Source: an optimization exercise on an open RTL-to-GDS flow (aim: small area, a short achievable clock period and few clock cycles per item). Production flows keep margins and buffers that such runs may drop. In this exercise RTL edits were held to simulation tests only and were not proved equivalent to the original. Power and IR drop assume default switching activity.

==> flow/design.v (excerpt) <==
module mnist_classifier (
    input wire clk,
    input wire rst_n,
    input wire start,
    output reg [9:0] ram_addr,
    input wire       ram_data,
    output reg [3:0] prediction,
    output reg       done
);
Settings: LEC_CHECK=0, CAP_MARGIN=20, CORE_MARGIN=2, CORE_UTILIZATION=50, CTS_BUF_LIST=sky130_fd_sc_hd__clkbuf_4 sky130_fd_sc_hd__clkbuf_8, SETUP_SLACK_MARGIN=5, SLEW_MARGIN=20, SYNTH_MEMORY_MAX_BITS=32768; clock period 8.0 ns.
standard.sh (not shown) runs the stock make flow with config.mk's settings and CLKGATE_MAP_FILE= SYNTH_SCRIPT=/design/flow/synth_recipe.tcl, a recipe that flattens the netlist after the stock synthesis.
==> flow/flow/run.sh <==
#!/bin/bash
# The standard layout, with the setup repair aiming at 5.5 ns of slack instead of 5.
bash standard.sh SETUP_SLACK_MARGIN=5.5 finish > standard_flow.log 2>&1
Testbench counts at the start, summed over its fixed seeds: cycles 64,328, items 192.
Rerun with:
==> flow/flow/run.sh (replaced) <==
#!/bin/bash
# The standard layout, with the setup repair aiming at 5.3 ns of slack instead of 5.
bash standard.sh SETUP_SLACK_MARGIN=5.3 finish > standard_flow.log 2>&1
Settings changed: ABC_AREA set to 1, CORE_UTILIZATION 50 to 55, CTS_BUF_LIST sky130_fd_sc_hd__clkbuf_4 sky130_fd_sc_hd__clkbuf_8 to not set.
Worst setup slack is worse by 110 ps.
Power grows by well over a third.
Clock-buffer cell count does not change.
Cell area is lower by roughly a tenth.
Non-clock buffer count went down by 69.
Utilization rises by 3.0 points.
Die area is lower by roughly a tenth.
Sequential share of layout area goes up by 2.2 points.
Sequential cell count does not change.
Register-to-register slack is worse by 150 ps.

== job 9760 ==
mnist_classifier, a different RTL version from the one above (not shown whole).
For scale: roughly 1200 cells after synthesis, roughly 140 flip-flops, about 0.0098 sq mm of cells after synthesis.
==> flow/config.mk <==
export PLATFORM = sky130hd
export DESIGN_NAME = mnist_classifier
export DESIGN_NICKNAME = mnist_classifier
export VERILOG_FILES = /design/flow/design.v
export SDC_FILE = /design/flow/constraint.sdc
export NUM_CORES = 4
export LEC_CHECK = 0
export CAP_MARGIN = 20
export CORE_MARGIN = 2
export CORE_UTILIZATION = 55
export SETUP_SLACK_MARGIN = 5
export SLEW_MARGIN = 20
export SYNTH_MEMORY_MAX_BITS = 32768
==> flow/constraint.sdc <==
create_clock -name core_clock -period 8.0 [get_ports {clk}]
set_input_delay 1.6000 -clock core_clock [delete_from_list [all_inputs] [get_ports {clk}]]
set_output_delay 1.6000 -clock core_clock [all_outputs]
set_load 0.01 [all_outputs]
==> flow/flow/run.sh <==
#!/bin/bash
# Standard layout, with the setup repair aiming at 5.5 ns of slack instead of 5.
bash standard.sh SETUP_SLACK_MARGIN=5.5 finish > standard_flow.log 2>&1
Both conditions hold for job 9760: the flow ran to the end and the final layout passed the timing, DRC and antenna checks.
Testbench counts of job 9760, summed over its fixed seeds: cycles 65,864, items 192.
What job 8425 does differently from job 9760 at the input level:
- CTS_CLUSTER_SIZE now 30, previously not set
- CTS_BUF_LIST now sky130_fd_sc_hd__clkbuf_4 sky130_fd_sc_hd__clkbuf_8, previously not set
==> flow/run.sh (new file) <==
#!/bin/bash
# synth_recipe.tcl (not shown) runs the flow's synth.tcl, then flattens the netlist and writes it again
# the make line also repeats each setting of config.mk as NAME=value (left out here)
make -C /OpenROAD-flow-scripts/flow DESIGN_CONFIG=/design/flow/config.mk WORK_HOME=/design/flow/orfs CLKGATE_MAP_FILE= SYNTH_SCRIPT=/design/flow/synth_recipe.tcl finish
removed: flow/flow/run.sh
removed: flow/standard.sh
Notes after the runs:
- Side by side, clock period minus worst slack turned out higher in job 8425 than in job 9760.
- The multi-input combinational gate total was comparable across job 9760 and job 8425.
- Of job 9760 and job 8425, job 9760 shows the higher global-route usage, with job 8425 below it.
- Relative to job 9760, non-clock buffer contribution to total cell area has gone down in job 8425.
- The slew of the pin with the lowest slew margin in job 8425 sits 190 ps above the value recorded for job 9760.
- Between job 8425 and job 9760, it is job 8425 whose static leakage power is lower, by 0.20 nW.
- | cell area | job 8425 vs job 9760 | 6.0% lower |
- For the worst slack after detailed placement, job 8425 came in 710 ps lower than job 9760 did.
Setup changes, job 8425 to job 3942
- removing CTS_BUF_LIST (formerly sky130_fd_sc_hd__clkbuf_4 sky130_fd_sc_hd__clkbuf_8)
- removing CTS_CLUSTER_SIZE (formerly 30)
- changing CORE_UTILIZATION from 55 to 40
Findings:
Combinational power delta (job 3942 -> job 8425): insignificant. Job 3942 does better than job 8425 on post-layout minimum cycle time. Delta (job 3942 minus job 8425): die boundary height rose 23 microns, clock buffer count in the final layout rose 2, number of standard cells in the final layout excluding fillers rose 90, setup slack rose 44 ps. Between job 8425 and job 3942, relative max-transition margin increased. Job 8425 reports its capture point of the critical path as w[9] while job 3942 reports w[8]. Row met3 routing resource usage after global routing: job 3942 lower / job 8425 higher. NOTE: clock power in job 3942 exceeds that of job 8425.

== run 1 ==
RTL: one of the versions met above, not the one the previous note started from.
Size: roughly 1500 cells after synthesis, roughly 140 flip-flops, roughly 9800 sq um of cells after synthesis.
clock: 8.0 ns
lec_check: 0
abc_area: 1
cap_margin: 20
core_margin: 2
core_utilization: 55
setup_slack_margin: 5
slew_margin: 20
synth_memory_max_bits: 32768
==> flow/flow/run.sh <==
#!/bin/bash
# The standard layout, with the setup repair aiming at 5.45 ns of slack instead of 5.
bash standard.sh SETUP_SLACK_MARGIN=5.45 finish > standard_flow.log 2>&1
Testbench counts of run 1, summed over its fixed seeds: cycles 64,328, items 192.
For run 2, these inputs were changed with respect to run 1:
Settings: changing CORE_UTILIZATION from 55 to 50; removing ABC_AREA (formerly 1).
==> flow/run.sh (new file) <==
#!/bin/bash
# synth_recipe.tcl (not shown) runs the flow's synth.tcl, then flattens the netlist and writes it again
# the make line also repeats each setting of config.mk as NAME=value (left out here)
make -C /OpenROAD-flow-scripts/flow DESIGN_CONFIG=/design/flow/config.mk WORK_HOME=/design/flow/orfs CLKGATE_MAP_FILE= SYNTH_SCRIPT=/design/flow/synth_recipe.tcl finish
removed: flow/flow/run.sh
removed: flow/standard.sh
### Flow results
Run 2 closes out successfully: all stages finished, all timing, DRC and antenna checks passed. Run 2 -> run 1: number of clock buffers inserted by TritonCTS delta 0, exact match. Diff run 1 -> run 2 | share of power burned in the clock network | increase of 12 points. Run 1 ended up with dfxtp_1 as its standard cell with the maximum stage delay on the critical path; run 2 ended up with ha_1. The internal cell power in run 2 is 0.895 times that in run 1. Compared with run 1, run 2 is the less power-hungry design.
#### Input delta (run 3 over run 2)
Settings: ABC_AREA: unset -> 1; CORE_UTILIZATION: 50 -> 60.
==> flow/flow/run.sh (new file) <==
#!/bin/bash
# The standard layout, with the setup repair aiming at 5.4 ns of slack instead of 5.
bash standard.sh SETUP_SLACK_MARGIN=5.4 finish > standard_flow.log 2>&1
==> flow/standard.sh (new file) <==
#!/bin/bash
# synth_recipe.tcl (not shown) runs the flow's synth.tcl, then flattens the netlist and writes it again
# the make line also repeats each setting of config.mk as NAME=value (left out here)
make -C /OpenROAD-flow-scripts/flow DESIGN_CONFIG=/design/flow/config.mk WORK_HOME=/design/flow/orfs CLKGATE_MAP_FILE= SYNTH_SCRIPT=/design/flow/synth_recipe.tcl "${@:-finish}"
removed: flow/run.sh
==> notes.md <==
Run 3 vs run 2 on sequential group share of total power: run 3 is the lower one.
The worst setup slack for register-to-register paths number comes out lower for run 2 vs run 3.
Re complex-gate fraction of the synthesized area: run 3 and run 2 aren't equal, and the higher value belongs to run 3.
Looking at area after synthesis, run 3 sits 3.8% lower than run 2 does.
Per the comparison of run 3 with run 2, power consumed by combinational cells shows an increase of about 130%; power consumption shows an increase of 0.87 mW; clock power shows a reduction of 3.8%.
## Diff of input files: run 4 against run 3
Settings: ABC_AREA removed (was 1); CORE_UTILIZATION changed from 60 to 55.
==> notes.md <==
- Run 4 completed end to end with timing, DRC and antenna clean.
- Run 4 gives less wire length reported by the detailed router than run 3 did.
- Run 4 ends up with a fraction of the cycle the final worst path needs that is 0.55 points lower than in run 3.
- Clock period minus worst slack for run 4: 44 ps down relative to run 3
- Post-detailed-placement half-perimeter wirelength, run 3 and run 4: lower on run 4
- Run 4 vs run 3, last element of the critical path: prediction[0] vs state[0]$_SDFFE_PN0P_
- Comparing die extent in x for run 3 and run 4, the bigger number came from run 4.
- From run 3 to run 4 the numbers moved as follows: number of placement rows grew by 3, part of the total power dissipated in the clock network grew by 7.6 points, global-route wire length before repair shrank by 190 um, switching part of the total shrank by 8.1 points.
- Summary of run 4 over run 3: final cell count saw a decrease; all-layer global routing usage saw a decrease.
Changes in run 5 relative to run 4:
==> flow/flow/run.sh <==
#!/bin/bash
# The standard layout, with the setup repair aiming at 5.5 ns of slack instead of 5.
bash standard.sh SETUP_SLACK_MARGIN=5.5 finish > standard_flow.log 2>&1
A endpoint of the worst setup timing path of prediction[0] is what run 4 shows, while ram_addr[2]$_SDFFE_PP0P_ belongs to run 5.
Summary: final critical delay including setup and external delays, run 5 better than run 4
The run showing the smaller fraction of layout cells with a size suffix above 1 is run 4.
Relative to run 4, the amount of wire on met2 after detailed routing measured on run 5 has decreased slightly.
Run 4 has a lower number of cells on the worst hold path than run 5.

Starting RTL as in the previous note.
Settings: LEC_CHECK=0, ABC_AREA=1, CAP_MARGIN=20, CORE_MARGIN=2, CORE_UTILIZATION=55, SETUP_SLACK_MARGIN=5, SLEW_MARGIN=20, SYNTH_MEMORY_MAX_BITS=32768; clock period 8.0 ns.
==> flow/flow/run.sh <==
#!/bin/bash
# The standard layout, with the setup repair aiming at 5.4 ns of slack instead of 5.
bash standard.sh SETUP_SLACK_MARGIN=5.4 finish > standard_flow.log 2>&1
Testbench counts at the start, summed over its fixed seeds: cycles 64,328, items 192.
Rerun with:
==> flow/flow/run.sh (replaced) <==
#!/bin/bash
# The standard layout, with the setup repair aiming at 5.5 ns of slack instead of 5.
bash standard.sh SETUP_SLACK_MARGIN=5.5 finish > standard_flow.log 2>&1
What happened:
- global-route usage rose by 0.17 points
- sequential share of layout area drops by 1.3 points
- flip-flop and latch count is unchanged
- first-iteration DRC count increases by a quarter to a third
- via count hardly moves
- cell count grows slightly
- utilization grows by 3.4 points
- synthesized cell count does not change
- routed wire length came out higher by a few percent

-- what the ideal ports hide --
No port has a modelled driver above. Below, the same layouts with a new extraction and two added sets of constraints.
Step 1 (the two cells are an assumption about what drives the block):
set clk [get_ports {clk}]
set_driving_cell -lib_cell sky130_fd_sc_hd__clkbuf_16 $clk
set_driving_cell -lib_cell sky130_fd_sc_hd__buf_2 [delete_from_list [all_inputs] $clk]
Step 2 adds t to the input delays and takes it off the output delays; t is the mean of the earliest and latest rising clock arrival at the registers after step 1. Input paths then give back, and output paths get back, about the clock's delay inside the block.
Slacks: ideal ports / drivers / drivers and shift; pairs: ideal ports / drivers.
| run | t (ns) | slack for setup (ns) | worst register clock-pin slew, ns |
|---|---|---|---|
| the first run of note 1 | 0.498 | 5.383 / 5.337 / 5.059 | 0.10 / 0.10 |
| the second run of note 1 | 0.465 | 5.272 / 5.272 / 4.974 | 0.07 / 0.07 |
| job 9760 | 0.465 | 5.206 / 5.206 / 5.119 | 0.07 / 0.07 |
| job 8425 | 0.483 | 4.920 / 4.920 / 4.603 | 0.09 / 0.09 |
| job 3942 | 0.457 | 4.964 / 4.964 / 4.786 | 0.07 / 0.07 |
| run 1 | 0.462 | 5.415 / 5.415 / 5.024 | 0.07 / 0.07 |
| run 2 | 0.468 | 4.951 / 4.951 / 4.747 | 0.07 / 0.07 |
| run 3 | 0.470 | 5.345 / 5.368 / 4.898 | 0.07 / 0.07 |
| run 4 | 0.469 | 5.390 / 5.344 / 4.999 | 0.07 / 0.07 |
| run 5 | 0.464 | 5.418 / 5.418 / 5.027 | 0.07 / 0.07 |
| the first run of note 4 | 0.474 | 5.412 / 5.419 / 4.962 | 0.07 / 0.07 |
| the second run of note 4 | 0.464 | 5.443 / 5.418 / 5.068 | 0.07 / 0.07 |
After both steps every run listed still meets setup and hold. The setup slack of the first run of note 4, which loses most, moves by +0.007 ns with the drivers and by -0.450 ns with both steps.
